From an optimization exercise on the open Yosys and OpenROAD flow, aimed at small area and a short achievable clock period; shortcuts taken in it are not production practice. Function was checked by simulation only, so behaviour that the tests miss may differ from the original. In every run shown here, the design's own scripts or RTL, not TritonCTS, make the clock network. The clock input has no modelled driver; a real chip could not lean on it and would need a root buffer or a full tree. Power figures rest on the tool's default switching activity, not on a simulated workload.

### design/flow/design.v
`timescale 1ns / 1ps
module gpo (
    input  gn_hi, pn_hi, gn_lo, pn_lo,
    output g, p
);
    assign g = ~(gn_hi & (pn_hi | gn_lo));
    assign p = ~(pn_hi | pn_lo);
endmodule
module gpa (
    input  g_hi, p_hi, g_lo, p_lo,
    output gn, pn
);
    assign gn = ~(g_hi | (p_hi & g_lo));
    assign pn = ~(p_hi & p_lo);
endmodule
module go (
    input  gn_hi, pn_hi, gn_lo,
    output g
);
    assign g = ~(gn_hi & (pn_hi | gn_lo));
endmodule
module ga (
    input  g_hi, p_hi, g_lo,
    output gn
);
    assign gn = ~(g_hi | (p_hi & g_lo));
endmodule
module hadd (
    input  a, b,
    output s, c
);
    assign s = a ^ b;
    assign c = a & b;
endmodule
module fadd (
    input  a, b, ci,
    output s, co
);
    assign s = a ^ b ^ ci;
    assign co = (a & b) | (a & ci) | (b & ci);
endmodule
module pxor (
    input  a, b,
    output y
);
    assign y = a ^ b;
endmodule
module cout_n (
    input  g, p, ci,
    output con
);
    assign con = ~(g | (p & ci));
endmodule
module ginv (
    input  x,
    output y
);
    assign y = ~x;
endmodule
module part3 #(
    parameter N = 43,
    parameter L = 4
)(
    input  [N-1:0]          gn,
    input  [N-1:0]          pn,
    output [(N-1)/2-1:0]    g,
    output [(N-1)/2-1:0]    p
);
    localparam M = (N - 1) / 2;
    wire [M-1:0] gg [0:L];
    wire [M-1:0] pp [0:L];
    genvar l, m;
    generate
        for (m = 0; m < M; m = m + 1) begin : pr
            if (m == 0) begin : fin
                go u (.gn_hi(gn[1]), .pn_hi(pn[1]), .gn_lo(gn[0]), .g(gg[0][0]));
                assign pp[0][0] = 1'b0;
            end else begin : mid
                gpo u (.gn_hi(gn[2*m+1]), .pn_hi(pn[2*m+1]), .gn_lo(gn[2*m]), .pn_lo(pn[2*m]),
                       .g(gg[0][m]), .p(pp[0][m]));
            end
        end
        for (l = 0; l < L; l = l + 1) begin : lv
            for (m = 0; m < M; m = m + 1) begin : nd
                if (m < (1 << l)) begin : pass
                    ginv u (.x(gg[l][m]), .y(gg[l+1][m]));
                    assign pp[l+1][m] = 1'b0;
                end else if (m < (2 << l)) begin : fin
                    if (l % 2 == 0) begin : a
                        ga u (.g_hi(gg[l][m]), .p_hi(pp[l][m]), .g_lo(gg[l][m-(1<<l)]), .gn(gg[l+1][m]));
                    end else begin : o
                        go u (.gn_hi(gg[l][m]), .pn_hi(pp[l][m]), .gn_lo(gg[l][m-(1<<l)]), .g(gg[l+1][m]));
                    end
                    assign pp[l+1][m] = 1'b0;
                end else begin : mid
                    if (l % 2 == 0) begin : a
                        gpa u (.g_hi(gg[l][m]), .p_hi(pp[l][m]), .g_lo(gg[l][m-(1<<l)]), .p_lo(pp[l][m-(1<<l)]),
                               .gn(gg[l+1][m]), .pn(pp[l+1][m]));
                    end else begin : o
                        gpo u (.gn_hi(gg[l][m]), .pn_hi(pp[l][m]), .gn_lo(gg[l][m-(1<<l)]), .pn_lo(pp[l][m-(1<<l)]),
                               .g(gg[l+1][m]), .p(pp[l+1][m]));
                    end
                end
            end
        end
    endgenerate
    assign g = gg[L];
    assign p = pp[L];
endmodule
`timescale 1ns / 1ps
module part4(
    input clk,
    input [127:0] a,
    input [127:0] b,
    input cin,
    output [127:0] s,
    output cout
);
    localparam N = 43;
    localparam M = (N - 1) / 2;    
    localparam L1 = 3;             
    wire [127:0] d0s;
    wire [N-1:0] d0gn;
    genvar j, i;
    generate
        for (j = 0; j < N; j = j + 1) begin : sl
            localparam LO = (j == 0) ? 0 : 3 * j - 1;    
            localparam HI = 3 * j + 1;                   
            wire [HI:LO] c;                              
            if (j == 0) begin : b0
                fadd u (.a(a[0]), .b(b[0]), .ci(cin), .s(d0s[0]), .co(c[1]));
            end else begin : bn
                hadd u0 (.a(a[LO]), .b(b[LO]), .s(d0s[LO]), .c(c[LO+1]));
                fadd u1 (.a(a[LO+1]), .b(b[LO+1]), .ci(c[LO+1]), .s(d0s[LO+1]), .co(c[LO+2]));
            end
            wire p, g;
            hadd ut (.a(a[HI]), .b(b[HI]), .s(p), .c(g));
            pxor us (.a(p), .b(c[HI]), .y(d0s[HI]));
            cout_n uc (.g(g), .p(p), .ci(c[HI]), .con(d0gn[j]));
        end
    endgenerate
    reg [127:0] r0s;
    reg [N-1:0] r0gn;    
    always @(posedge clk) begin
        r0s <= d0s;
        r0gn <= d0gn;
    end
    wire [N-1:0] pn0;
    assign pn0[0] = ~&r0s[1:0];
    generate
        for (j = 1; j < N; j = j + 1) begin : p0
            assign pn0[j] = ~&r0s[3*j-1 +: 3];
        end
    endgenerate
    wire [M-1:0] g1n, p1n;    
    part3 #(.N(N), .L(L1)) look (.gn(r0gn), .pn(pn0), .g(g1n), .p(p1n));
    reg [127:0] r1s;
    reg [M-1:0] r1gn, r1pn;    
    reg [M:0]   r1en;          
    wire [M:0]  gn_even;
    generate
        for (j = 0; j <= M; j = j + 1) begin : ev
            assign gn_even[j] = r0gn[2*j];
        end
    endgenerate
    always @(posedge clk) begin
        r1s <= r0s;
        r1gn <= g1n;
        r1pn <= p1n;
        r1en <= gn_even;
    end
    wire [M-1:0] g3, p3, g4n, p4n;
    generate
        for (j = 0; j < M; j = j + 1) begin : l3
            if (j < 8) begin : pass
                ginv u (.x(r1gn[j]), .y(g3[j]));
                assign p3[j] = 1'b0;
            end else if (j < 16) begin : fin
                go u (.gn_hi(r1gn[j]), .pn_hi(r1pn[j]), .gn_lo(r1gn[j-8]), .g(g3[j]));
                assign p3[j] = 1'b0;
            end else begin : mid
                gpo u (.gn_hi(r1gn[j]), .pn_hi(r1pn[j]), .gn_lo(r1gn[j-8]), .pn_lo(r1pn[j-8]),
                       .g(g3[j]), .p(p3[j]));
            end
        end
        for (j = 0; j < M; j = j + 1) begin : l4
            if (j < 16) begin : pass
                ginv u (.x(g3[j]), .y(g4n[j]));
            end else begin : fin
                ga u (.g_hi(g3[j]), .p_hi(p3[j]), .g_lo(g3[j-16]), .gn(g4n[j]));
            end
        end
    endgenerate
    wire [N-1:0] co;         
    generate
        for (j = 0; j < N; j = j + 1) begin : fc
            if (j == 0) begin : s0
                assign co[0] = ~r1en[0];
            end else if (j % 2 == 1) begin : odd
                assign co[j] = ~g4n[(j-1)/2];
            end else begin : even
                assign co[j] = ~r1en[j/2] | ((&r1s[3*j-1 +: 3]) & co[j-1]);
            end
        end
    endgenerate
    wire [127:0] d2;
    assign d2[1:0] = r1s[1:0];
    generate
        for (j = 1; j < N; j = j + 1) begin : ic
            for (i = 0; i < 3; i = i + 1) begin : bt
                if (i == 0) begin : b0
                    assign d2[3*j-1] = r1s[3*j-1] ^ co[j-1];
                end else begin : bn
                    assign d2[3*j-1+i] = r1s[3*j-1+i] ^ (co[j-1] & (&r1s[3*j-1 +: i]));
                end
            end
        end
    endgenerate
    reg [128:0] r2, r3, r4, r5, r6, r7;
    always @(posedge clk) begin
        r2 <= {co[N-1], d2};
        r3 <= r2;
        r4 <= r3;
        r5 <= r4;
        r6 <= r5;
        r7 <= r6;
    end
    assign {cout, s} = r7;
endmodule
### design/flow/flow/cts_tree.tcl
# Sourced by ORFS's cts.tcl as PRE_CTS_TCL. Replaces clock_tree_synthesis
# with a two-level tree: the flip-flops are split by recursive bisection of
# their placement into equal clusters of at most CTS_TREE_CAP sinks, each driven
# by a leaf buffer at its centre; the leaves are split the same way into
# CTS_TREE_ROOTS groups, each driven by a root buffer that the clock port
# drives. Every flip-flop sees the same two buffers, so the tree is
# balanced; it is just shallower than TritonCTS's. Leaves and roots are
# inverters by default (two inversions per path, so the flip-flops see the
# true clock): an inverter is faster than a buffer.

proc cts_tree_bisect { pts k } {
  # pts: list of {item x y}; splits them into k clusters of near-equal size
  # by recursive bisection across the longer side of their bounding box
  if { $k <= 1 } { return [list $pts] }
  set xs [lsort -real [lmap p $pts { lindex $p 1 }]]
  set ys [lsort -real [lmap p $pts { lindex $p 2 }]]
  set dx [expr { [lindex $xs end] - [lindex $xs 0] }]
  set dy [expr { [lindex $ys end] - [lindex $ys 0] }]
  set idx [expr { $dx >= $dy ? 1 : 2 }]
  set s [lsort -real -index $idx $pts]
  set k1 [expr { $k / 2 }]
  set h [expr { int(round([llength $s] * double($k1) / $k)) }]
  return [concat [cts_tree_bisect [lrange $s 0 [expr { $h - 1 }]] $k1] \
                 [cts_tree_bisect [lrange $s $h end] [expr { $k - $k1 }]]]
}

proc cts_tree_centre { pts } {
  set sx 0.0; set sy 0.0
  foreach p $pts { set sx [expr { $sx + [lindex $p 1] }]; set sy [expr { $sy + [lindex $p 2] }] }
  set n [llength $pts]
  return [list [expr { int($sx / $n) }] [expr { int($sy / $n) }]]
}

proc cts_tree_buffer { block master name x y innet } {
  set inst [odb::dbInst_create $block $master $name]
  $inst setLocation $x $y
  $inst setPlacementStatus PLACED
  set net [odb::dbNet_create $block "${name}_net"]
  $net setSigType CLOCK
  foreach it [$inst getITerms] { if { [$it isOutputSignal] } { $it connect $net } }
  if { $innet ne "" } { [$inst findITerm A] connect $innet }
  return [list $inst $net]
}

# Gives each output port's buffer, and the flip-flop that drives it, the
# drive strengths CTS_TREE_OUT_BUF and CTS_TREE_OUT_FF (when set): the
# paths to the outputs carry the fixed output delay, so they are the ones
# that need the drive.
proc cts_tree_size_outputs { block } {
  set obuf [expr { [info exists ::env(CTS_TREE_OUT_BUF)] ? $::env(CTS_TREE_OUT_BUF) : "" }]
  set off [expr { [info exists ::env(CTS_TREE_OUT_FF)] ? $::env(CTS_TREE_OUT_FF) : "" }]
  set nb 0; set nf 0
  foreach bt [$block getBTerms] {
    if { [$bt getIoType] ne "OUTPUT" } { continue }
    set net [$bt getNet]
    if { $net eq "NULL" } { continue }
    foreach it [$net getITerms] {
      if { ![$it isOutputSignal] } { continue }
      set buf [$it getInst]
      if { ![string match "*__buf_*" [[$buf getMaster] getName]] } { continue }
      set in [$buf findITerm A]
      if { $in eq "NULL" || [$in getNet] eq "NULL" } { continue }
      foreach dit [[$in getNet] getITerms] {
        if { [$dit isOutputSignal] && [string match "*__dfxtp_*" [[[$dit getInst] getMaster] getName]] } {
          if { $off ne "" } { replace_cell [[$dit getInst] getName] $off; incr nf }
        }
      }
      if { $obuf ne "" } { replace_cell [$buf getName] $obuf; incr nb }
    }
  }
  puts "cts_tree: resized $nb output buffers and $nf flip-flops"
}

# Moves the flip-flop that drives each output port's buffer next to that
# buffer (which sits by the port), on the side towards the core's centre:
# the path to the output carries the fixed output delay, so its wire
# should be the short one, and the wire from the flip-flop before it the
# long one. Detailed placement legalises the moved cells afterwards.
proc cts_tree_pull_outputs { block } {
  set core [$block getCoreArea]
  set cx [expr { ([$core xMin] + [$core xMax]) / 2.0 }]
  set cy [expr { ([$core yMin] + [$core yMax]) / 2.0 }]
  set step 4000
  set n 0
  foreach bt [$block getBTerms] {
    if { [$bt getIoType] ne "OUTPUT" } { continue }
    set net [$bt getNet]
    if { $net eq "NULL" } { continue }
    foreach it [$net getITerms] {
      if { ![$it isOutputSignal] } { continue }
      set buf [$it getInst]
      set in [$buf findITerm A]
      if { $in eq "NULL" || [$in getNet] eq "NULL" } { continue }
      set bb [$buf getBBox]
      set bx [expr { ([$bb xMin] + [$bb xMax]) / 2.0 }]
      set by [expr { ([$bb yMin] + [$bb yMax]) / 2.0 }]
      foreach dit [[$in getNet] getITerms] {
        set ff [$dit getInst]
        if { ![$dit isOutputSignal] || ![string match "*__dfxtp_*" [[$ff getMaster] getName]] } { continue }
        set dx [expr { $cx - $bx }]; set dy [expr { $cy - $by }]
        if { abs($dx) >= abs($dy) } {
          set x [expr { $bx + ($dx > 0 ? $step : -$step) }]; set y $by
        } else {
          set x $bx; set y [expr { $by + ($dy > 0 ? $step : -$step) }]
        }
        set fb [$ff getBBox]
        $ff setLocation [expr { int($x - ([$fb xMax] - [$fb xMin]) / 2) }] [expr { int($y - ([$fb yMax] - [$fb yMin]) / 2) }]
        incr n
      }
    }
  }
  puts "cts_tree: moved $n output flip-flops next to their buffers"
}

rename clock_tree_synthesis cts_tree_tritoncts
proc clock_tree_synthesis { args } {
  set cap [expr { [info exists ::env(CTS_TREE_CAP)] ? $::env(CTS_TREE_CAP) : 40 }]
  set nroots [expr { [info exists ::env(CTS_TREE_ROOTS)] ? $::env(CTS_TREE_ROOTS) : 4 }]
  set leafbuf [expr { [info exists ::env(CTS_TREE_LEAF)] ? $::env(CTS_TREE_LEAF) : "sky130_fd_sc_hd__clkinv_16" }]
  set rootbuf [expr { [info exists ::env(CTS_TREE_ROOT)] ? $::env(CTS_TREE_ROOT) : "sky130_fd_sc_hd__clkinv_16" }]
  set db [ord::get_db]
  set block [ord::get_db_block]
  if { [info exists ::env(CTS_TREE_PULL_OUTPUTS)] && $::env(CTS_TREE_PULL_OUTPUTS) } {
    cts_tree_pull_outputs $block
  }
  set src [lindex [get_property [lindex [all_clocks] 0] sources] 0]
  set clknet [[$block findBTerm [get_full_name $src]] getNet]
  set sinks {}
  foreach it [$clknet getITerms] {
    set bb [[$it getInst] getBBox]
    lappend sinks [list $it [expr { ([$bb xMin] + [$bb xMax]) / 2 }] [expr { ([$bb yMin] + [$bb yMax]) / 2 }]]
  }
  set clusters [cts_tree_bisect $sinks [expr { int(ceil([llength $sinks] / double($cap))) }]]
  set leaves {}
  set i 0
  foreach c $clusters {
    lassign [cts_tree_centre $c] x y
    lappend leaves [list $i $x $y]
    set leafnet($i) $c
    incr i
  }
  set groups [cts_tree_bisect $leaves [expr { min($nroots, [llength $leaves]) }]]
  set lm [$db findMaster $leafbuf]
  set rm [$db findMaster $rootbuf]
  set r 0
  foreach g $groups {
    lassign [cts_tree_centre $g] x y
    lassign [cts_tree_buffer $block $rm "ctree_root_$r" $x $y $clknet] rinst rnet
    foreach l $g {
      lassign $l li lx ly
      lassign [cts_tree_buffer $block $lm "ctree_leaf_$li" $lx $ly $rnet] linst lnet
      foreach s $leafnet($li) {
        set it [lindex $s 0]
        $it disconnect
        $it connect $lnet
      }
    }
    incr r
  }
  puts "cts_tree: [llength $sinks] sinks, [llength $clusters] leaf buffers, [llength $groups] root buffers"
  cts_tree_size_outputs $block
  set_propagated_clock [all_clocks]
}
### design/flow/config.mk
export PLATFORM = sky130hd
export DESIGN_NAME = part4
export DESIGN_NICKNAME = part4
export VERILOG_FILES = /design/flow/design.v
export SDC_FILE = /design/flow/constraint.sdc
export NUM_CORES = 4
export LEC_CHECK = 0
export CAP_MARGIN = 20
export CORE_MARGIN = 2
export CORE_UTILIZATION = 60
export PLACE_DENSITY = 0.75
export SETUP_SLACK_MARGIN = 1.85
export SLEW_MARGIN = 20
export SYNTH_HIERARCHICAL = 1
export SYNTH_MINIMUM_KEEP_SIZE = 0
### design/flow/standard.sh
#!/bin/bash
# synth_recipe.tcl (not shown) runs the flow's synth.tcl, then flattens the netlist and writes it again
# the make line also repeats each setting of config.mk as NAME=value (left out here)
make -C /OpenROAD-flow-scripts/flow DESIGN_CONFIG=/design/flow/config.mk WORK_HOME=/design/flow/orfs CLKGATE_MAP_FILE= SYNTH_SCRIPT=/design/flow/synth_recipe.tcl "${@:-finish}"
### design/flow/constraint.sdc
create_clock -name core_clock -period 3.2 [get_ports {clk}]
set_input_delay 0.6400 -clock core_clock [delete_from_list [all_inputs] [get_ports {clk}]]
set_output_delay 0.6400 -clock core_clock [all_outputs]
set_load 0.01 [all_outputs]
### design/flow/flow/run.sh
#!/bin/bash
# The standard layout with four changes: the smallest drive for every
# combinational cell of the synthesised netlist (flow/downsize.tcl; the
# resizer sizes up where timing needs it), the smallest buffer on the
# ports, a shallow two-level clock tree (flow/cts_tree.tcl) in place of
# TritonCTS's, and shorter, stronger paths to the outputs: when the tree is
# built, the flip-flops that drive the output buffers move next to them,
# and they and the buffers get a stronger drive (the resizer still sizes
# everything as usual afterwards).
# make's full output goes to make.log in this folder.
set -euo pipefail
export BUFFER_PORTS_ARGS="-buffer_cell sky130_fd_sc_hd__buf_1"
export PRE_FLOORPLAN_TCL="$(pwd)/flow/downsize.tcl"
export PRE_CTS_TCL="$(pwd)/flow/cts_tree.tcl"
export CTS_TREE_PULL_OUTPUTS=1
export CTS_TREE_OUT_BUF=sky130_fd_sc_hd__buf_4
export CTS_TREE_OUT_FF=sky130_fd_sc_hd__dfxtp_2
bash standard.sh > make.log 2>&1
### design/flow/flow/downsize.tcl
# Sourced by ORFS's floorplan.tcl as PRE_FLOORPLAN_TCL, on the synthesised
# netlist. Yosys's ABC maps the small lookahead modules with drive strength
# 2 gates, sized for a load they do not have; this gives every
# combinational cell the smallest drive of its kind. The floorplan's setup
# repair, and the resizer in the later steps, size up again where timing
# needs it.
set cts_ds_n 0
set cts_ds_area 0.0
foreach inst [[ord::get_db_block] getInsts] {
  set m [[$inst getMaster] getName]
  if { ![regexp {^(sky130_fd_sc_hd__[a-z0-9]+)_([0-9]+)$} $m -> base drive] } { continue }
  if { $drive <= 1 || [string match "*df*" $base] || [string match "*buf*" $base] } { continue }
  set small [[ord::get_db] findMaster "${base}_1"]
  if { $small eq "NULL" } { continue }
  set cts_ds_area [expr { $cts_ds_area + [[$inst getMaster] getWidth] - [$small getWidth] }]
  replace_cell [$inst getName] "${base}_1"
  incr cts_ds_n
}
puts "downsize: $cts_ds_n cells to drive 1"
==> notes.md, run 1 <==
- Clock network power share: 0.200
- Hold depth: 0
- Relative max-transition margin: 0.774
- Most frequent cells in the layout: dfxtp_1, buf_1, dfxtp_2, buf_6, xor2_1
- Endpoint class of the critical path: primary output
- Area growth, synth to finish: 20.1%
- Starting Density: 0.606
- DRC: 0
- Die W: 220 um
- Die Span Y: 220 um
- Peak supply drop: 0.000752 V
- Comb power frac: 0.098
- Worst Path Required: 2.56 ns
- Delay of the slowest critical-path stage: 0.35 ns
- Gr usage total: 0.194
- Switch Pwr: 6870 uW
- Die Area: 0.0485 sq mm
- R2r startpoint: r1gn[2]$_DFF_P_
- Delay-heaviest family, CP: flip-flops
- Worst Path Arrival: 0.80 ns
- Detail Route Antenna Nets: 0
- Reg-to-Reg End: r2[117]$_DFF_P_
- Syn Inst Count: 1,836
- DR vias: 13,553
- Setup TNS: 0 ns
- Share of layout cells above drive strength 1: 0.230
- Most common cell after layout, fill and taps aside: dfxtp_1
- Clock slew at reported path FFs: 0.10 ns
- I/O pin cnt: 387
- Core ar.: 0.0464 sq mm
- CP bufs+invs: 1
- Lkg Pwr: 0.0137 uW
- Final Hold Slack: 0.306 ns
- Vias per cell: 4.73
- Initial antenna violation count: 0
- Total iterations of the first detailed-routing run: 5
- Post-DP HPWL: 32.5 mm
- Synth Warn #: 8
- Critical path peak fanout: 1
- Drt total wl: 48.9 mm
- Maxcap violations: 0
- Slowest-stage cell, CP: dfxtp_2
- Nets: 2,687
- Setup crit start: r7[102]$_DFF_P_
- Row count: 79
- PwrDens: 782 mW/mm^2
- Final Power: 26,400 uW
- GPL Wtd Cong: 0.803
- Worst slew pin tran: 0.337 ns
- Clock latency (worst-skew pair): 0.34 ns
- DRT iter0 DRCs: 609
- Hold endpoint: r5[103]$_DFF_P_
- Remaining Overflow, GRT: 0
- CP startpoint kind: flop
- Share of power burned in registers: 0.703
- Class of the worst hold path: flop to flop
- Switching Share: 0.260
- Clk_skew: 0.0455 ns
- Max Clock Freq: 696 MHz
- CP Class: flop to primary output
- Vias in the first global route: 14,186
- Final-report hold violation count: 0
- Worst hold start: r4[103]$_DFF_P_
- Status: timing/DRC/antenna clean
- First-pass GRT wire length: 72.7 mm
- Crit-path cells: buf_6
- Period utilisation layout: 0.449
- Post-DR wirelength/cell: 17.1 um
- Final setup vio count: 0
- Mean Syn Cell Area: 15.3 sq um
- R2R cell count: 6
- Largest net degree at the start of global routing: 40
- R2r setup slk: 1.80 ns
- PortBufs: 386
- Slew Limit Fails: 0
- Syn_nets: 2,264
- P_int: 19,500 uW
- Synthesized area: 0.0281 sq mm
- RSZ-0062 raised after global routing: yes
- Min Clock Period, post-route: 1.44 ns
[registers in the layout (all words and copies together), names as in the netlist]
name	count
r2	129
r3	129
r4	129
r5	129
r6	129
r7	129
r0s	128
r1s	128
r0gn	43
r1en	22
r1gn	21
r1pn	13
[metrics by stage]
stage	utilization	area [sq um]	worst slack, ns	instances
floorplan	-	28700	1.79	1836
finish	0.727	33700	1.76	2865
detailed placement	0.667	30900	1.56	2829
global route	0.727	33700	1.73	2864
global placement	0.667	30900	1.60	2829
CTS	0.717	33200	1.75	2862
[final cells by class]
class / count / area, sq um
repair buffers: 388 / 2430
diodes: 1 / 2.50
well taps: 607 / 759
flip-flops and latches: 1129 / 22800
multi-input cells: 653 / 6530
fillers: 2805 / 12600
inverters: 87 / 1190
[layer usage]
layer	routed length, um	GRT usage
met1	19900	0.234
met4	1420	0.0546
met2	25700	0.365
met3	1850	0.0227
met5	0	0
[power groups by stage]
stage               clock, uW  sequential [uW]  combinational, uW
finish                   5260            18500               2580
global route             5940            18800               2810
CTS                      5420            18500               2500
detailed placement          0            18600               1820
global placement            0            18400               1760
floorplan                   0            18400                762
[worst max-delay path by stage]
stage	slack, ns	cells past startpoint	to
6_report	1.76	1	s[102]
5_1_grt	1.73	1	s[107]
4_1_cts	1.75	1	s[101]
3_5_place_dp	1.56	4	r0gn[18]$_DFF_P_
3_3_place_gp	1.60	4	r0gn[18]$_DFF_P_
2_1_floorplan	1.79	3	r0s[100]$_DFF_P_
[timing repair]
action / 4_1_cts / 5_1_grt
gates resized for setup: 182 / 130
setup endpoints to repair: 188 / 197
buffers inserted: 0 / 2
hold buffers: 0 / 0
pin swaps: 7 / 45
==> run 2: changes to the inputs <==
--- a/design/flow/config.mk
+++ b/design/flow/config.mk
@@ -9,7 +9,7 @@
 export CORE_MARGIN = 2
 export CORE_UTILIZATION = 60
 export PLACE_DENSITY = 0.75
-export SETUP_SLACK_MARGIN = 1.85
+export SETUP_SLACK_MARGIN = 1.75
 export SLEW_MARGIN = 20
 export SYNTH_HIERARCHICAL = 1
 export SYNTH_MINIMUM_KEEP_SIZE = 0
==> notes.md, run 2 <==
- Final WS setup: 1.77 ns (+0.00507 ns)
- Post-DP HPWL: 32.4 mm (-0.44%)
- Share of layout cells above drive strength 1: 0.170 (-0.0601)
- Post-CTS Setup Repair Bufs: 0 (unchanged)
- Worst Path Arrival: 0.79 ns (about the same)
- Nets: 2,685 (-0.074%)
- Hold endpoint: r4[6]$_DFF_P_
- Die Area: 0.0485 sq mm (unchanged)
- R2r setup slk: 1.81 ns (about the same)
- P_int: 19,200 uW (-1.3%)
- Reg-to-Reg End: r2[117]$_DFF_P_
- Setup TNS: 0 ns (unchanged)
- Drt total wl: 46.2 mm (-5.4%)
- Clk_skew: 0.0440 ns (-0.00157 ns)
- Slowest-stage cell, CP: dfxtp_2
- PwrDens: 798 mW/mm^2 (+2.1%)
- Slew Limit Fails: 0 (unchanged)
- Critical path peak fanout: 1 (unchanged)
- Max Clock Freq: 698 MHz (+0.35%)
- Synth Warn #: 8 (unchanged)
- Maxcap violations: 0 (unchanged)
- Delay-heaviest family, CP: flip-flops
- Vias in the first global route: 13,558 (-4.4%)
- Switching Share: 0.257 (-0.00326)
- Relative max-transition margin: 0.716 (-0.0580)
- First-pass GRT wire length: 68.7 mm (-5.5%)
- Clock slew at reported path FFs: 0.10 ns (about the same)
- Vias per cell: 4.68 (-1.1%)
- Most frequent cells in the layout: dfxtp_1, buf_1, dfxtp_2, ha_1, xor2_1
- Synthesized area: 0.0281 sq mm (unchanged)
- Hold depth: 0 (unchanged)
- Endpoint class of the critical path: primary output
- Die W: 220 um (unchanged)
- Comb power frac: 0.086 (-0.012)
- Syn Inst Count: 1,836 (unchanged)
- Die Span Y: 220 um (unchanged)
- Final setup vio count: 0 (unchanged)
- RSZ-0062 raised after global routing: yes
- Fill cell count: 3,023 (+7.8%)
- Min Clock Period, post-route: 1.43 ns (-0.00507 ns)
- Cts hold-fix bufs: 0 (unchanged)
- DRC: 0 (unchanged)
- Clock latency (worst-skew pair): 0.34 ns (about the same)
- CP startpoint kind: flop
- Starting Density: 0.606 (unchanged)
- Detail Route Antenna Nets: 0 (unchanged)
- R2R cell count: 6 (unchanged)
- Final Hold Slack: 0.302 ns (-0.00399 ns)
- Final-report hold violation count: 0 (unchanged)
- Setup slack at placement: 1.50 ns (-0.0577 ns)
- Period utilisation layout: 0.447 (-0.00158)
- CP bufs+invs: 1 (unchanged)
- Syn_nets: 2,264 (unchanged)
- Area growth, synth to finish: 15.6%
- DRT iter0 DRCs: 630 (+3.4%)
- Lkg Pwr: 0.0136 uW (-0.99%)
- Switch Pwr: 6660 uW (-3.0%)
- Peak supply drop: 0.000624 V (-17%)
- I/O pin cnt: 387 (unchanged)
- Initial antenna violation count: 1 (+1)
- Post-DR wirelength/cell: 16.1 um (-5.3%)
- DR vias: 13,390 (-1.2%)
- Core ar.: 0.0464 sq mm (unchanged)
- Largest net degree at the start of global routing: 40 (unchanged)
- Remaining Overflow, GRT: 0 (unchanged)
- Mean Syn Cell Area: 15.3 sq um (unchanged)
- Row count: 79 (unchanged)
- Delay of the slowest critical-path stage: 0.34 ns (about the same)
- Clock network power share: 0.203 (+0.003)
- Gr usage total: 0.183 (-0.0111)
- Share of power burned in registers: 0.711 (+0.008)
- Class of the worst hold path: flop to flop
- PortBufs: 386 (unchanged)
- GPL Wtd Cong: 0.783 (-2.4%)
- CP Class: flop to primary output
- Worst slew pin tran: 0.424 ns (+0.0864 ns)
- Worst Path Required: 2.56 ns (about the same)
- Total iterations of the first detailed-routing run: 5 (unchanged)
- R2r startpoint: r1pn[10]$_DFF_P_
- Crit-path cells: buf_6
- Most common cell after layout, fill and taps aside: dfxtp_1
- Status: timing/DRC/antenna clean
- Worst hold start: r3[6]$_DFF_P_
==> run 2: cell type report <==
| cell class | instances | area, sq um | share of cell area |
|---|---|---|---|
| Sequential cell | 1129 | 22800 | 0.701 |
| Inverter | 87 | 1190 | 0.0368 |
| Antenna cell | 1 | 2.50 | 0.0000771 |
| Multi-Input combinational cell | 653 | 5630 | 0.174 |
| Tap cell | 607 | 759 | 0.0234 |
| Timing Repair Buffer | 386 | 2100 | 0.0648 |
==> run 2: layer usage <==
layer	vias to the layer above	GRT usage	part of all wire
met5	-	0	0
met4	0	0.0570	0.033
met3	83	0.0168	0.034
met2	291	0.334	0.51
met1	6302	0.230	0.42
li1	6714	-	-
==> run 2: how the worst max path moves through the flow <==
| stage | endpoint | from | cells past startpoint | slack, ns |
|---|---|---|---|---|
| global placement | r0s[70]$_DFF_P_ | a[68] | 4 | 1.53 |
| floorplan | r0s[100]$_DFF_P_ | a[98] | 3 | 1.76 |
| global route | r1gn[5]$_DFF_P_ | r0s[15]$_DFF_P_ | 5 | 1.72 |
| finish | s[18] | r7[18]$_DFF_P_ | 1 | 1.77 |
| detailed placement | r0s[70]$_DFF_P_ | a[68] | 4 | 1.50 |
| CTS | r2[117]$_DFF_P_ | r1gn[2]$_DFF_P_ | 6 | 1.68 |
==> run 2: power by group through the flow <==
| stage | combinational, uW | clock, uW | sequential (uW) |
|---|---|---|---|
| 4_1_cts | 2170 | 5420 | 18400 |
| 6_report | 2240 | 5250 | 18400 |
| 2_1_floorplan | 738 | 0 | 18400 |
| 3_3_place_gp | 1700 | 0 | 18400 |
| 5_1_grt | 2470 | 5960 | 18700 |
| 3_5_place_dp | 1760 | 0 | 18600 |
==> run 2: per-stage QoR <==
step | instance area, sq um | total power [uW] | instances | utilization
4_1_cts | 32100 | 26000 | 2862 | 0.693
3_5_place_dp | 30400 | 20300 | 2829 | 0.656
2_1_floorplan | 28200 | 19100 | 1836 | -
3_3_place_gp | 30400 | 20100 | 2829 | 0.656
6_report | 32500 | 25900 | 2863 | 0.700
5_1_grt | 32500 | 27200 | 2863 | 0.700
==> run 2: timing repair <==
item	in CTS	in global routing
resized for setup	30	80
setup endpoints to repair	39	86
pin swaps	0	9
==> run 3: changes to the inputs <==
--- a/design/flow/flow/cts_tree.tcl
+++ b/design/flow/flow/cts_tree.tcl
@@ -114,7 +114,7 @@
 
 rename clock_tree_synthesis cts_tree_tritoncts
 proc clock_tree_synthesis { args } {
-  set cap [expr { [info exists ::env(CTS_TREE_CAP)] ? $::env(CTS_TREE_CAP) : 40 }]
+  set cap [expr { [info exists ::env(CTS_TREE_CAP)] ? $::env(CTS_TREE_CAP) : 50 }]
   set nroots [expr { [info exists ::env(CTS_TREE_ROOTS)] ? $::env(CTS_TREE_ROOTS) : 4 }]
   set leafbuf [expr { [info exists ::env(CTS_TREE_LEAF)] ? $::env(CTS_TREE_LEAF) : "sky130_fd_sc_hd__clkinv_16" }]
   set rootbuf [expr { [info exists ::env(CTS_TREE_ROOT)] ? $::env(CTS_TREE_ROOT) : "sky130_fd_sc_hd__clkinv_16" }]
--- a/design/flow/config.mk
+++ b/design/flow/config.mk
@@ -7,7 +7,7 @@
 export LEC_CHECK = 0
 export CAP_MARGIN = 20
 export CORE_MARGIN = 2
-export CORE_UTILIZATION = 60
+export CORE_UTILIZATION = 52
 export PLACE_DENSITY = 0.75
 export SETUP_SLACK_MARGIN = 1.75
 export SLEW_MARGIN = 20
==> notes.md, run 3 <==
- Worst Path Required: 3.39 ns (+0.83 ns)
- Most common cell after layout, fill and taps aside: dfxtp_1
- Row count: 85 (+7.6%)
- PortBufs: 386 (unchanged)
- Min Clock Period, post-route: 1.47 ns (+0.0378 ns)
- Syn Inst Count: 1,836 (unchanged)
- Max Clock Freq: 680 MHz (-2.6%)
- Gr usage total: 0.159 (-0.0236)
- Die W: 236 um (+7.3%)
- Clock latency (worst-skew pair): 0.30 ns (-0.04 ns)
- Syn_nets: 2,264 (unchanged)
- Lkg Pwr: 0.0135 uW (-0.85%)
- Nets: 2,681 (-0.15%)
- Post-DR wirelength/cell: 15.8 um (-2.0%)
- Core ar.: 0.0536 sq mm (+16%)
- Delay-heaviest family, CP: flip-flops
- GPL Wtd Cong: 0.827 (+5.6%)
- Crit-path cells: inv_1, a21oi_4, nand4b_1, nand2_1, ha_1, xor2_1
- Clock slew at reported path FFs: 0.11 ns (about the same)
- RSZ-0062 raised after global routing: yes
- Drt total wl: 46.6 mm (+0.84%)
- Setup TNS: 0 ns (unchanged)
- DRT iter0 DRCs: 584 (-7.3%)
- Fill cell count: 3,942 (+30%)
- Slew Limit Fails: 0 (unchanged)
- Detail Route Antenna Nets: 0 (unchanged)
- Share of layout cells above drive strength 1: 0.171 (+0.000303)
- Class of the worst hold path: flop to flop
- PwrDens: 790 mW/mm^2 (-1.0%)
- DR vias: 13,279 (-0.83%)
- Synthesized area: 0.0281 sq mm (unchanged)
- Status: timing/DRC/antenna clean
- Number of diodes: 0 (-1)
- Slowest-stage cell, CP: dfxtp_2
- Worst Path Arrival: 1.66 ns (+0.87 ns)
- Vias in the first global route: 13,823 (+2.0%)
- CP Class: flop to flop
- Area growth, synth to finish: 14.9%
- Clk_skew: 0.0501 ns (+0.00613 ns)
- Delay of the slowest critical-path stage: 0.37 ns (+0.03 ns)
- Period utilisation layout: 0.459 (+0.0118)
- Remaining Overflow, GRT: 0 (unchanged)
- Post-DP HPWL: 33.6 mm (+3.8%)
- Synth Warn #: 8 (unchanged)
- Largest net degree at the start of global routing: 51 (+28%)
- Final setup vio count: 0 (unchanged)
- Placed Cells: 2,918 (+3.1%)
- Vias per cell: 4.51 (-3.7%)
- Final-report hold violation count: 0 (unchanged)
- Most frequent cells in the layout: dfxtp_1, buf_1, dfxtp_2, ha_1, buf_4
- Mean Syn Cell Area: 15.3 sq um (unchanged)
- Fin area: 0.0323 sq mm (-0.63%)
- Relative max-transition margin: 0.742 (+0.0264)
- I/O pin cnt: 387 (unchanged)
- Critical path peak fanout: 2 (+1)
- Worst slew pin tran: 0.384 ns (-0.0393 ns)
- Total iterations of the first detailed-routing run: 4 (-1)
- Peak supply drop: 0.000625 V (+0.19%)
- Placed inst area: 0.0305 sq mm (+0.37%)
- CP bufs+invs: 1 (unchanged)
- CP startpoint kind: flop
- Starting Density: 0.524 (-0.0819)
- DRC: 0 (unchanged)
- Die Span Y: 236 um (+7.3%)
- Initial antenna violation count: 0 (-1)
- Maxcap violations: 0 (unchanged)
- First-pass GRT wire length: 70.4 mm (+2.4%)
- Endpoint class of the critical path: flop
- Die Area: 0.0559 sq mm (+15%)
- Non-Filler Instances: 2,947 (+2.9%)
[run 3: cell count changes in the layout (fill, tap and decap cells not counted), moves of 3 or more]
cell       previous run  this run
buf_4                84       122
dfxtp_1             998       992
dfxtp_2             131       137
o21ai_1              31        34
clkinv_16            33        27
buf_6                45         9
o21ai_2              18        13
[run 3: layer usage]
metal  track usage  part of all wire
met1         0.190              0.42
met2         0.306              0.52
met3        0.0152             0.029
met4        0.0389             0.028
met5             0                 0
[run 3: layout make-up]
cell class / instances / area [sq um] / share of cell area
tap: 696 / 871 / 0.0270
inverter: 81 / 1010 / 0.0314
sequential: 1129 / 22800 / 0.706
timing repair buffer: 388 / 1980 / 0.0615
multi-input combinational: 653 / 5610 / 0.174
[run 3: final timing paths]
kind	cells after the start	start	slack, ns	to
max	6	r1gn[0]$_DFF_P_	1.73	r2[105]$_DFF_P_
min	0	r6[96]$_DFF_P_	0.30	r7[96]$_DFF_P_
max reg2reg	6	r1gn[0]$_DFF_P_	1.73	r2[105]$_DFF_P_
min reg2reg	0	r6[96]$_DFF_P_	0.30	r7[96]$_DFF_P_
[run 3: repair_timing]
action | in CTS | in global routing
gates resized for setup | 20 | 57
pin swaps | 0 | 8
hold buffers | 0 | 0
setup buffers | 0 | 2
endpoints found under the hold margin | 0 | 0
endpoints found under the setup margin | 40 | 54
[run 3: worst register-to-register path: cells and delay by family (launching register included)]
family / cells / cell delay [ns]
buffers and inverters: 1 / 0.10
adders and majority gates: 1 / 0.20
and+or+nand+nor: 2 / 0.31
DFF: 1 / 0.37
xor gates and xnor gates: 1 / 0.16
AOI/OAI and AO/OA: 1 / 0.23
[run 3: power by group]
group | leakage (uW) | switching [uW] | internal [uW]
Clock | 0.000308 | 4250 | 655
Combinational | 0.00363 | 1110 | 1100
Sequential | 0.00952 | 1040 | 17300
Total | 0.0135 | 6400 | 19100
[run 3: per-stage QoR]
| step | util | power [uW] | worst slack, ns | hold WS (ns) |
|---|---|---|---|---|
| 2_1_floorplan | - | 19100 | 1.76 | 0.310 |
| 6_report | 0.602 | 25500 | 1.73 | 0.302 |
| 4_1_cts | 0.598 | 25600 | 1.70 | 0.310 |
| 5_1_grt | 0.602 | 26600 | 1.70 | 0.323 |
| 3_3_place_gp | 0.569 | 20200 | 1.51 | 0.310 |
| 3_5_place_dp | 0.569 | 20400 | 1.52 | 0.312 |
==> run 4: changes to the inputs <==
--- a/design/flow/config.mk
+++ b/design/flow/config.mk
@@ -7,7 +7,7 @@
 export LEC_CHECK = 0
 export CAP_MARGIN = 20
 export CORE_MARGIN = 2
-export CORE_UTILIZATION = 52
+export CORE_UTILIZATION = 68
 export PLACE_DENSITY = 0.75
 export SETUP_SLACK_MARGIN = 1.75
 export SLEW_MARGIN = 20
==> notes.md, run 4 <==
- CP startpoint kind: flop
- Cts hold-fix bufs: 0 (unchanged)
- Largest net degree at the start of global routing: 51 (unchanged)
- Slowest-stage cell, CP: dfxtp_1
- Final WS setup: 1.77 ns (+0.0410 ns)
- DRC: 0 (unchanged)
- Die Span Y: 207 um (-12%)
- Relative max-transition margin: 0.729 (-0.0128)
- Clk_skew: 0.0451 ns (-0.00497 ns)
- R2r startpoint: r0s[57]$_DFF_P_
- Setup TNS: 0 ns (unchanged)
- Mean Syn Cell Area: 15.3 sq um (unchanged)
- Die W: 207 um (-12%)
- Max Clock Freq: 700 MHz (+2.9%)
- Drt total wl: 44.0 mm (-5.5%)
- Slew Limit Fails: 0 (unchanged)
- DR vias: 13,290 (+0.083%)
- Final setup vio count: 0 (unchanged)
- Reg-to-Reg End: r1gn[16]$_DFF_P_
- Met1 Usage GRT: 0.243 (+0.0530)
- Initial antenna violation count: 1 (+1)
- Class of the worst hold path: flop to flop
- Met3 Track Usage GR: 0.0242 (+0.00899)
- Maxcap violations: 0 (unchanged)
- Nets: 2,679 (-0.075%)
- RSZ-0062 raised after global routing: yes
- Most frequent cells in the layout: dfxtp_1, buf_1, dfxtp_2, ha_1, buf_4
- Clock slew at reported path FFs: 0.11 ns (about the same)
- Worst Path Required: 3.37 ns (-0.02 ns)
- Hold endpoint: r5[68]$_DFF_P_
- Gr usage total: 0.199 (+0.0400)
- Most common cell after layout, fill and taps aside: dfxtp_1
- Post-DP HPWL: 31.2 mm (-7.0%)
- Share of layout cells above drive strength 1: 0.162 (-0.00830)
- Total iterations of the first detailed-routing run: 4 (unchanged)
- Delay of the slowest critical-path stage: 0.43 ns (+0.06 ns)
- R2R cell count: 5 (-1)
- Lkg Pwr: 0.0134 uW (-0.19%)
- Period utilisation layout: 0.446 (-0.0128)
- Area growth, synth to finish: 13.7%
- Syn Inst Count: 1,836 (unchanged)
- PwrDens: 794 mW/mm^2 (+0.57%)
- Vias in the first global route: 13,652 (-1.2%)
- I/O pin cnt: 387 (unchanged)
- Met2 usage in global routing: 0.371 (+0.0648)
- Final Core Density: 0.782 (+0.180)
- Critical path peak fanout: 2 (unchanged)
- CP Class: flop to flop
- Peak supply drop: 0.000563 V (-9.9%)
- First-pass GRT wire length: 68.0 mm (-3.4%)
- Synthesized area: 0.0281 sq mm (unchanged)
- GR peak layer: met2
- Worst Path Arrival: 1.60 ns (-0.06 ns)
- Worst slew pin tran: 0.405 ns (+0.0203 ns)
- Setup slack at placement: 1.54 ns (+0.0178 ns)
- Final-report hold violation count: 0 (unchanged)
- Post-DR wirelength/cell: 15.8 um (about the same)
- Status: timing/DRC/antenna clean
- Detail Route Antenna Nets: 0 (unchanged)
- Synth Warn #: 8 (unchanged)
- Crit-path cells: nand3_1, o21ai_2, a21oi_1, o21ai_1, a21oi_1
- Worst path most repeated cell: a21oi_1
- Vias per cell: 4.78 (+6.0%)
- R2r setup slk: 1.77 ns (+0.04 ns)
- Endpoint class of the critical path: flop
- Die Area: 0.0429 sq mm (-23%)
- Syn_nets: 2,264 (unchanged)
- Hold depth: 0 (unchanged)
- Remaining Overflow, GRT: 0 (unchanged)
- DRT iter0 DRCs: 588 (+0.68%)
- Starting Density: 0.688 (+0.164)
- Clock latency (worst-skew pair): 0.30 ns (about the same)
- Worst hold start: r4[68]$_DFF_P_
- Row count: 74 (-13%)
- GPL Wtd Cong: 0.780 (-5.7%)
- Min Clock Period, post-route: 1.43 ns (-0.0410 ns)
- PortBufs: 386 (unchanged)
- Core ar.: 0.0408 sq mm (-24%)
[run 4: per-layer routing]
| layer | wire [um] | share of wire | vias to the layer above |
|---|---|---|---|
| met4 | 1460 | 0.033 | 0 |
| met2 | 22400 | 0.51 | 313 |
| met3 | 1730 | 0.039 | 74 |
| met5 | 0 | 0 | - |
| li1 | - | - | 6696 |
| met1 | 18400 | 0.42 | 6207 |
[run 4: power breakdown]
group          switching (uW)  internal [uW]
Combinational            1060           1070
Sequential               1030          17300
Clock                    4220            654
Total                    6310          19000
[run 4: worst max-delay path, delay by kind of cell (launching register included)]
family | cells | cell delay [ns]
compound gates | 4 | 0.72
flops | 1 | 0.43
simple gates | 1 | 0.15
[run 4: how the worst max path moves through the flow]
stage               slack, ns       startpoint               end
floorplan                1.76            a[98]  r0s[100]$_DFF_P_
global placement         1.52            a[68]   r0s[70]$_DFF_P_
detailed placement       1.54            a[68]   r0s[70]$_DFF_P_
CTS                      1.75  r1gn[4]$_DFF_P_   r2[126]$_DFF_P_
global route             1.74  r0s[57]$_DFF_P_  r1gn[12]$_DFF_P_
finish                   1.77  r0s[57]$_DFF_P_  r1gn[16]$_DFF_P_
[run 4: layout make-up]
type,count,area (sq um)
flip-flops and latches,1129,22800
fillers,2394,8910
multi-input cells,653,5530
repair buffers,386,1940
inverters,81,1010
well taps,532,666
diodes,1,2.50
[run 4: metrics by stage]
stage / cells / hold WS [ns] / power [uW] / instance area, sq um
2_1_floorplan: 1836 / 0.310 / 19100 / 28200
3_3_place_gp: 2754 / 0.310 / 20100 / 30300
3_5_place_dp: 2754 / 0.312 / 20300 / 30300
4_1_cts: 2781 / 0.310 / 25500 / 31800
5_1_grt: 2782 / 0.323 / 26500 / 31900
6_report: 2782 / 0.294 / 25300 / 31900
[run 4: repair_timing]
action,4_1_cts,5_1_grt
pin swaps,0,6
buffers inserted,0,0
endpoints found under the setup margin,16,38
gates resized for setup,10,37
==> run 5: changes to the inputs <==
--- a/design/flow/config.mk
+++ b/design/flow/config.mk
@@ -7,9 +7,9 @@
 export LEC_CHECK = 0
 export CAP_MARGIN = 20
 export CORE_MARGIN = 2
-export CORE_UTILIZATION = 68
+export CORE_UTILIZATION = 60
 export PLACE_DENSITY = 0.75
-export SETUP_SLACK_MARGIN = 1.75
+export SETUP_SLACK_MARGIN = 1.72
 export SLEW_MARGIN = 20
 export SYNTH_HIERARCHICAL = 1
 export SYNTH_MINIMUM_KEEP_SIZE = 0
==> notes.md, run 5 <==
- Status: timing/DRC/antenna clean
- Total iterations of the first detailed-routing run: 4 (unchanged)
- Lkg Pwr: 0.0134 uW (about the same)
- Core ar.: 0.0464 sq mm (+14%)
- Largest net degree at the start of global routing: 51 (unchanged)
- Class of the worst hold path: flop to flop
- Most common cell after layout, fill and taps aside: dfxtp_1
- Vias per cell: 4.64 (-2.9%)
- CP Class: flop to flop
- Critical path peak fanout: 2 (unchanged)
- R2R cell count: 5 (unchanged)
- Most frequent cells in the layout: dfxtp_1, buf_1, buf_4, dfxtp_2, ha_1
- Clock latency (worst-skew pair): 0.30 ns (about the same)
- Gr usage total: 0.180 (-0.0192)
- DRT iter0 DRCs: 591 (+0.51%)
- Worst Path Required: 3.35 ns (-0.02 ns)
- DRC: 0 (unchanged)
- Max Clock Freq: 684 MHz (-2.3%)
- PwrDens: 793 mW/mm^2 (-0.10%)
- RSZ-0062 raised after global routing: yes
- Slowest-stage cell, CP: dfxtp_1
- Endpoint class of the critical path: flop
- Clock slew at reported path FFs: 0.11 ns (about the same)
- Slew Limit Fails: 0 (unchanged)
- Final Hold Slack: 0.311 ns (+0.0167 ns)
- Remaining Overflow, GRT: 0 (unchanged)
- Delay-heaviest family, CP: compound AO/OA/AOI/OAI gates
- Vias in the first global route: 13,460 (-1.4%)
- Syn_nets: 2,264 (unchanged)
- Min Clock Period, post-route: 1.46 ns (+0.0334 ns)
- Period utilisation layout: 0.457 (+0.0104)
- First-pass GRT wire length: 68.0 mm (about the same)
- Share of layout cells above drive strength 1: 0.160 (-0.00274)
- Relative max-transition margin: 0.734 (+0.00487)
- Peak supply drop: 0.000661 V (+17%)
- Final-report hold violation count: 0 (unchanged)
- Final setup vio count: 0 (unchanged)
- Clk_skew: 0.0412 ns (-0.00396 ns)
- Die Span Y: 220 um (+6.3%)
- Cts hold-fix bufs: 0 (unchanged)
- Delay of the slowest critical-path stage: 0.35 ns (-0.08 ns)
- Hold depth: 0 (unchanged)
- DR vias: 13,256 (-0.26%)
- Synthesized area: 0.0281 sq mm (unchanged)
- Worst Path Arrival: 1.61 ns (about the same)
- Row count: 79 (+6.8%)
- Drt total wl: 45.5 mm (+3.3%)
- Initial antenna violation count: 3 (+2)
- Synth Warn #: 8 (unchanged)
- Setup TNS: 0 ns (unchanged)
- Nets: 2,680 (+0.037%)
- Die Area: 0.0485 sq mm (+13%)
- R2r setup slk: 1.74 ns (-0.03 ns)
- Maxcap violations: 0 (unchanged)
- CP bufs+invs: 0 (unchanged)
- PortBufs: 386 (unchanged)
- Post-DP HPWL: 32.4 mm (+3.6%)
- I/O pin cnt: 387 (unchanged)
- Worst slew pin tran: 0.396 ns (-0.00846 ns)
- Detail Route Antenna Nets: 0 (unchanged)
- GPL Wtd Cong: 0.783 (+0.49%)
- Die W: 220 um (+6.3%)
- Crit path depth: 5 (unchanged)
- CP startpoint kind: flop
- Area growth, synth to finish: 13.9%
- Mean Syn Cell Area: 15.3 sq um (unchanged)
- Fill cell count: 3,072 (+28%)
- Syn Inst Count: 1,836 (unchanged)
- Starting Density: 0.606 (-0.0820)
- Post-DR wirelength/cell: 15.9 um (+0.52%)
- Crit-path cells: nand3_1, o21ai_1, a21oi_1, o21ai_1, a21oi_1
## run 5: cell count changes in the layout (fill, tap and decap cells not counted), moves of 2 or more
| cell | previous run | this run |
|---|---|---|
| o21ai_1 | 38 | 42 |
| o21ai_2 | 14 | 10 |
| buf_4 | 127 | 130 |
| buf_6 | 2 | 0 |
| nor2_4 | 4 | 2 |
| dfxtp_1 | 996 | 999 |
| dfxtp_2 | 133 | 130 |
| nor2_2 | 8 | 11 |
## run 5: layout make-up
class,count,area [sq um],share of cell area
antenna,1,2.50,0.0000782
inverter,81,1010,0.0317
multi-input combinational,653,5500,0.172
sequential,1129,22800,0.712
tap,607,759,0.0237
timing repair buffer,387,1940,0.0607
## run 5: layer usage
layer | vias to the layer above | track usage | wire (um)
met2 | 281 | 0.331 | 22800
li1 | 6699 | - | -
met1 | 6201 | 0.230 | 19800
met3 | 73 | 0.0139 | 1510
met4 | 2 | 0.0481 | 1360
met5 | - | 0 | 13
## run 5: path summary, 6_finish.rpt
check	start	to
setup / recovery	r0s[40]$_DFF_P_	r1gn[13]$_DFF_P_
hold / removal	r6[65]$_DFF_P_	r7[65]$_DFF_P_
setup reg to reg	r0s[40]$_DFF_P_	r1gn[13]$_DFF_P_
hold reg to reg	r6[65]$_DFF_P_	r7[65]$_DFF_P_
## run 5: per-stage QoR
step | power, uW | instances | utilization | setup WS [ns] | instance area (sq um)
2_1_floorplan | 19100 | 1836 | - | 1.76 | 28200
3_3_place_gp | 20100 | 2829 | 0.656 | 1.53 | 30400
3_5_place_dp | 20300 | 2829 | 0.656 | 1.50 | 30400
4_1_cts | 25600 | 2856 | 0.688 | 1.72 | 31900
5_1_grt | 26600 | 2858 | 0.690 | 1.69 | 32000
6_report | 25400 | 2858 | 0.690 | 1.74 | 32000
## run 5: timing repair
action | in CTS | in global routing
setup endpoints to repair | 20 | 36
gates resized for setup | 10 | 25
cloned | 0 | 0
buffers inserted | 0 | 1
pin swaps | 0 | 3
## run 5: where the power goes
group	switching, uW	internal, uW
Sequential	1050	17300
Clock	4230	655
Combinational	1060	1060
Total	6340	19000
==> run 6: changes to the inputs <==
--- a/design/flow/config.mk
+++ b/design/flow/config.mk
@@ -9,7 +9,7 @@
 export CORE_MARGIN = 2
 export CORE_UTILIZATION = 60
 export PLACE_DENSITY = 0.75
-export SETUP_SLACK_MARGIN = 1.72
+export SETUP_SLACK_MARGIN = 1.78
 export SLEW_MARGIN = 20
 export SYNTH_HIERARCHICAL = 1
 export SYNTH_MINIMUM_KEEP_SIZE = 0
==> notes.md, run 6 <==
- DR vias: 13,260 (+0.030%)
- Status: timing/DRC/antenna clean
- Core ar.: 0.0464 sq mm (unchanged)
- Die Span Y: 220 um (unchanged)
- Comb power frac: 0.093 (+0.009)
- Clock latency (worst-skew pair): 0.30 ns (about the same)
- Clock slew at reported path FFs: 0.11 ns (about the same)
- Gr usage total: 0.181 (+0.000354)
- Post-DR wirelength/cell: 16.3 um (+2.2%)
- Vias in the first global route: 13,435 (-0.19%)
- Starting Density: 0.606 (unchanged)
- Row count: 79 (unchanged)
- CP bufs+invs: 1 (+1)
- Drt total wl: 46.5 mm (+2.3%)
- Share of power burned in registers: 0.717 (-0.007)
- PwrDens: 785 mW/mm^2 (-1.0%)
- Fill cell count: 2,953 (-3.9%)
- Lkg Pwr: 0.0135 uW (+0.62%)
- Slowest-stage cell, CP: dfxtp_2
- Initial antenna violation count: 1 (-2)
- Clock network power share: 0.190 (-0.002)
- Largest net degree at the start of global routing: 51 (unchanged)
- Peak supply drop: 0.000689 V (+4.2%)
- Detail Route Antenna Nets: 0 (unchanged)
- Worst Path Required: 2.56 ns (-0.79 ns)
- Area growth, synth to finish: 16.6%
- DRT iter0 DRCs: 574 (-2.9%)
- Switching Share: 0.251 (+0.00140)
- Vias per cell: 4.64 (about the same)
- CP startpoint kind: flop
- Final setup vio count: 0 (unchanged)
- I/O pin cnt: 387 (unchanged)
- P_int: 19,200 uW (+1.1%)
- DRC: 0 (unchanged)
- Maxcap violations: 0 (unchanged)
- Share of layout cells above drive strength 1: 0.192 (+0.0328)
- Class of the worst hold path: flop to flop
- Delay of the slowest critical-path stage: 0.36 ns (about the same)
- Total iterations of the first detailed-routing run: 5 (+1)
- Period utilisation layout: 0.440 (-0.0169)
- Clk_skew: 0.0444 ns (+0.00328 ns)
- Most frequent cells in the layout: dfxtp_1, buf_1, dfxtp_2, xor2_1, a21oi_1
- Post-DP HPWL: 33.0 mm (+1.9%)
- Mean Syn Cell Area: 15.3 sq um (unchanged)
- Crit-path cells: buf_6
- Worst Path Arrival: 0.77 ns (-0.84 ns)
- GPL Wtd Cong: 0.781 (-0.26%)
- Die Area: 0.0485 sq mm (unchanged)
- Remaining Overflow, GRT: 0 (unchanged)
- Nets: 2,681 (+0.037%)
- PortBufs: 386 (unchanged)
- Syn Inst Count: 1,836 (unchanged)
- Placed Cells: 2,829 (unchanged)
- Die W: 220 um (unchanged)
- First-pass GRT wire length: 67.9 mm (about the same)
- CP Class: flop to primary output
- Final-report hold violation count: 0 (unchanged)
- Max Clock Freq: 710 MHz (+3.8%)
- Slew Limit Fails: 0 (unchanged)
- Most common cell after layout, fill and taps aside: dfxtp_1
- Min Clock Period, post-route: 1.41 ns (-0.0541 ns)
- Critical path peak fanout: 1 (-1)
- Non-Filler Instances: 2,859 (+0.035%)
- Synthesized area: 0.0281 sq mm (unchanged)
- Endpoint class of the critical path: primary output
- Setup TNS: 0 ns (unchanged)
- Worst slew pin tran: 0.427 ns (+0.0307 ns)
- Delay-heaviest family, CP: flip-flops
- RSZ-0062 raised after global routing: yes
- Relative max-transition margin: 0.714 (-0.0206)
- Syn_nets: 2,264 (unchanged)
- Switch Pwr: 6460 uW (+1.9%)
- Synth Warn #: 8 (unchanged)
run 6: power by group through the flow:
stage / sequential [uW] / combinational [uW] / clock, uW
floorplan: 18400 / 752 / 0
global placement: 18400 / 1760 / 0
detailed placement: 18600 / 1820 / 0
CTS: 18400 / 2230 / 5010
global route: 18700 / 2630 / 5490
finish: 18400 / 2400 / 4880
run 6: area by class of cell:
class	instances	area, sq um	share of cell area
tap	607	759	0.0232
antenna	1	2.50	0.0000764
multi-input combinational	653	5890	0.180
inverter	81	1020	0.0310
timing repair buffer	388	2290	0.0698
sequential	1129	22800	0.696
run 6: final timing paths:
check,from,endpoint,slack [ns],cells past startpoint
setup reg to reg,r0s[21]$_DFF_P_,r1gn[10]$_DFF_P_,1.80,5
hold / removal,r5[63]$_DFF_P_,r6[63]$_DFF_P_,0.31,0
hold reg to reg,r5[63]$_DFF_P_,r6[63]$_DFF_P_,0.31,0
setup / recovery,r7[4]$_DFF_P_,s[4],1.79,1
run 6: stage by stage:
step / setup slack (ns) / cell area, sq um / power [uW] / hold WS (ns) / utilization
after CTS: 1.74 / 32200 / 25600 / 0.315 / 0.694
final: 1.79 / 32700 / 25700 / 0.311 / 0.706
after detailed placement: 1.44 / 30700 / 20400 / 0.312 / 0.661
after floorplan: 1.76 / 28400 / 19100 / 0.310 / -
after global placement: 1.41 / 30700 / 20200 / 0.310 / 0.661
after global routing: 1.71 / 32700 / 26900 / 0.318 / 0.706
run 6: metal layers:
metal | GRT usage | wire [um] | vias to the layer above
met2 | 0.329 | 23600 | 264
met4 | 0.0360 | 1030 | 0
li1 | - | - | 6687
met3 | 0.0210 | 1750 | 52
met1 | 0.233 | 20200 | 6257
met5 | 0 | 0 | -
run 6: what timing repair did:
action / 4_1_cts / 5_1_grt
setup buffers: 0 / 2
hold buffers: 0 / 0
pin swaps: 0 / 15
resized for setup: 20 / 148
endpoints found under the setup margin: 40 / 140
==> run 7: changes to the inputs <==
--- a/design/flow/config.mk
+++ b/design/flow/config.mk
@@ -9,7 +9,7 @@
 export CORE_MARGIN = 2
 export CORE_UTILIZATION = 60
 export PLACE_DENSITY = 0.75
-export SETUP_SLACK_MARGIN = 1.78
+export SETUP_SLACK_MARGIN = 1.75
 export SLEW_MARGIN = 20
 export SYNTH_HIERARCHICAL = 1
 export SYNTH_MINIMUM_KEEP_SIZE = 0
==> notes.md, run 7 <==
- Initial antenna violation count: 3 (+2)
- Peak supply drop: 0.000665 V (-3.5%)
- Vias per cell: 4.65 (+0.28%)
- Maxcap violations: 0 (unchanged)
- Worst Path Required: 2.56 ns (about the same)
- Final setup vio count: 0 (unchanged)
- Period utilisation layout: 0.443 (+0.00306)
- Status: timing/DRC/antenna clean
- Crit-path cells: buf_4
- Critical path peak fanout: 1 (unchanged)
- Endpoint class of the critical path: primary output
- Area growth, synth to finish: 14.2%
- Lkg Pwr: 0.0134 uW (-0.50%)
- Syn_nets: 2,264 (unchanged)
- Delay-heaviest family, CP: flip-flops
- Gr usage total: 0.180 (-0.000324)
- Mean Syn Cell Area: 15.3 sq um (unchanged)
- Detail Route Antenna Nets: 0 (unchanged)
- CP bufs+invs: 1 (unchanged)
- Most common cell after layout, fill and taps aside: dfxtp_1
- Syn Inst Count: 1,836 (unchanged)
- Total iterations of the first detailed-routing run: 5 (unchanged)
- RSZ-0062 raised after global routing: yes
- Clk_skew: 0.0405 ns (-0.00396 ns)
- Worst slew pin tran: 0.418 ns (-0.00873 ns)
- I/O pin cnt: 387 (unchanged)
- Post-DP HPWL: 32.4 mm (-1.9%)
- Slew Limit Fails: 0 (unchanged)
- Drt total wl: 45.4 mm (-2.5%)
- Synth Warn #: 8 (unchanged)
- Starting Density: 0.606 (unchanged)
- DR vias: 13,293 (+0.25%)
- Most frequent cells in the layout: dfxtp_1, buf_1, dfxtp_2, buf_4, ha_1
- Delay of the slowest critical-path stage: 0.34 ns (-0.02 ns)
- CP Class: flop to primary output
- Min Clock Period, post-route: 1.42 ns (+0.00979 ns)
- Clock slew at reported path FFs: 0.11 ns (about the same)
- Post-DR wirelength/cell: 15.9 um (-2.4%)
- PwrDens: 791 mW/mm^2 (+0.75%)
- Non-Filler Instances: 2,858 (-0.035%)
- Largest net degree at the start of global routing: 51 (unchanged)
- Worst Path Arrival: 0.78 ns (about the same)
- Vias in the first global route: 13,465 (+0.22%)
- Row count: 79 (unchanged)
- Slowest-stage cell, CP: dfxtp_2
- Class of the worst hold path: flop to flop
- Die Span Y: 220 um (unchanged)
- Synthesized area: 0.0281 sq mm (unchanged)
- Die Area: 0.0485 sq mm (unchanged)
- Nets: 2,680 (-0.037%)
- DRT iter0 DRCs: 567 (-1.2%)
- Remaining Overflow, GRT: 0 (unchanged)
- First-pass GRT wire length: 68.0 mm (+0.10%)
- GPL Wtd Cong: 0.783 (+0.26%)
- Core ar.: 0.0464 sq mm (unchanged)
- Clock latency (worst-skew pair): 0.30 ns (about the same)
- Final-report hold violation count: 0 (unchanged)
- Die W: 220 um (unchanged)
- Setup TNS: 0 ns (unchanged)
- CP startpoint kind: flop
- Relative max-transition margin: 0.719 (+0.00586)
- DRC: 0 (unchanged)
- Max Clock Freq: 705 MHz (-0.69%)
- PortBufs: 386 (unchanged)
- Share of layout cells above drive strength 1: 0.167 (-0.0257)
- Placed Cells: 2,829 (unchanged)
-- run 7: worst paths after layout --
check,startpoint,slack (ns),depth (start not counted),to
setup / recovery,r7[40]$_DFF_P_,1.78,1,s[40]
hold reg to reg,r6[65]$_DFF_P_,0.31,0,r7[65]$_DFF_P_
hold / removal,r6[65]$_DFF_P_,0.31,0,r7[65]$_DFF_P_
setup reg to reg,r1gn[1]$_DFF_P_,1.81,6,r2[111]$_DFF_P_
-- run 7: through the flow --
stage          hold slack (ns)  instance area, sq um  power [uW]  setup slack, ns   util
5_1_grt                  0.316                 32100       26600             1.72  0.692
3_3_place_gp             0.310                 30400       20100             1.53  0.656
3_5_place_dp             0.312                 30400       20300             1.50  0.656
2_1_floorplan            0.310                 28200       19100             1.76      -
4_1_cts                  0.305                 31900       25600             1.72  0.688
6_report                 0.313                 32100       25400             1.78  0.692
-- run 7: where the power goes --
group          internal (uW)  total (uW)  switching [uW]
combinational           1070        2140            1070
sequential             17300       18400            1060
clock                    654        4870            4210
total                  19000       25400            6340
-- run 7: cell type report --
| class | instances | area, sq um |
|---|---|---|
| timing repair buffer | 387 | 1940 |
| fill | 3050 | 14300 |
| tap | 607 | 759 |
| sequential | 1129 | 22800 |
| inverter | 81 | 1010 |
| antenna | 1 | 2.50 |
| multi-input combinational | 653 | 5590 |
-- run 7: per-layer routing --
layer / GRT usage / vias to the layer above / share of wire
li1: - / 6698 / -
met4: 0.0481 / 2 / 0.030
met2: 0.331 / 282 / 0.51
met3: 0.0139 / 74 / 0.033
met1: 0.230 / 6237 / 0.43
met5: 0 / - / 0.00029
-- run 7: worst reg2reg max path: cells and delay by family, from the launching register on --
family | cells | cell delay [ns]
buffers and inverters | 1 | 0.10
AOI/OAI and AO/OA | 1 | 0.24
xor gates and xnor gates | 1 | 0.16
adders and majority gates | 1 | 0.18
and+or+nand+nor | 2 | 0.25
DFF | 1 | 0.36
-- run 7: repair_timing --
item,in CTS,in global routing
setup endpoints to repair,27,42
hold buffers,0,0
buffers inserted,0,1
endpoints found under the hold margin,0,0
gates resized for setup,15,43
pin swaps,0,7

what the ideal ports hide:
No port has a modelled driver above. Below, the same layouts with a new extraction and two added sets of constraints.
Step 1, drivers: a clkbuf_16 drives clk and a buf_2 each remaining input, both assumed.
Step 2 adds t to the input delays and takes it off the output delays; t is the mean of the earliest and latest rising clock arrival at the registers after step 1. Input paths then give back, and output paths get back, about the clock's delay inside the block.
Three values: ideal ports, drivers, drivers and shift; two values: the first two.
| run | t, ns | setup slack, ns | clock arrival spread, ns | pins driven straight from the clock port |
|---|---|---|---|---|
| run 1 | 0.565 | 1.763 / 1.512 / 1.541 | 0.046 / 0.046 | 4 |
| run 2 | 0.553 | 1.768 / 1.529 / 1.476 | 0.049 / 0.048 | 4 |
| run 3 | 0.531 | 1.730 / 1.530 / 1.531 | 0.057 / 0.056 | 4 |
| run 4 | 0.526 | 1.771 / 1.539 / 1.541 | 0.053 / 0.053 | 4 |
| run 5 | 0.524 | 1.738 / 1.534 / 1.515 | 0.047 / 0.047 | 4 |
| run 6 | 0.528 | 1.792 / 1.542 / 1.537 | 0.050 / 0.049 | 4 |
| run 7 | 0.523 | 1.782 / 1.537 / 1.513 | 0.052 / 0.052 | 4 |
After both steps setup and hold are still met in every run listed. For run 2, which loses most, drivers alone change the setup slack by -0.239 ns; drivers and shift together by -0.292 ns.
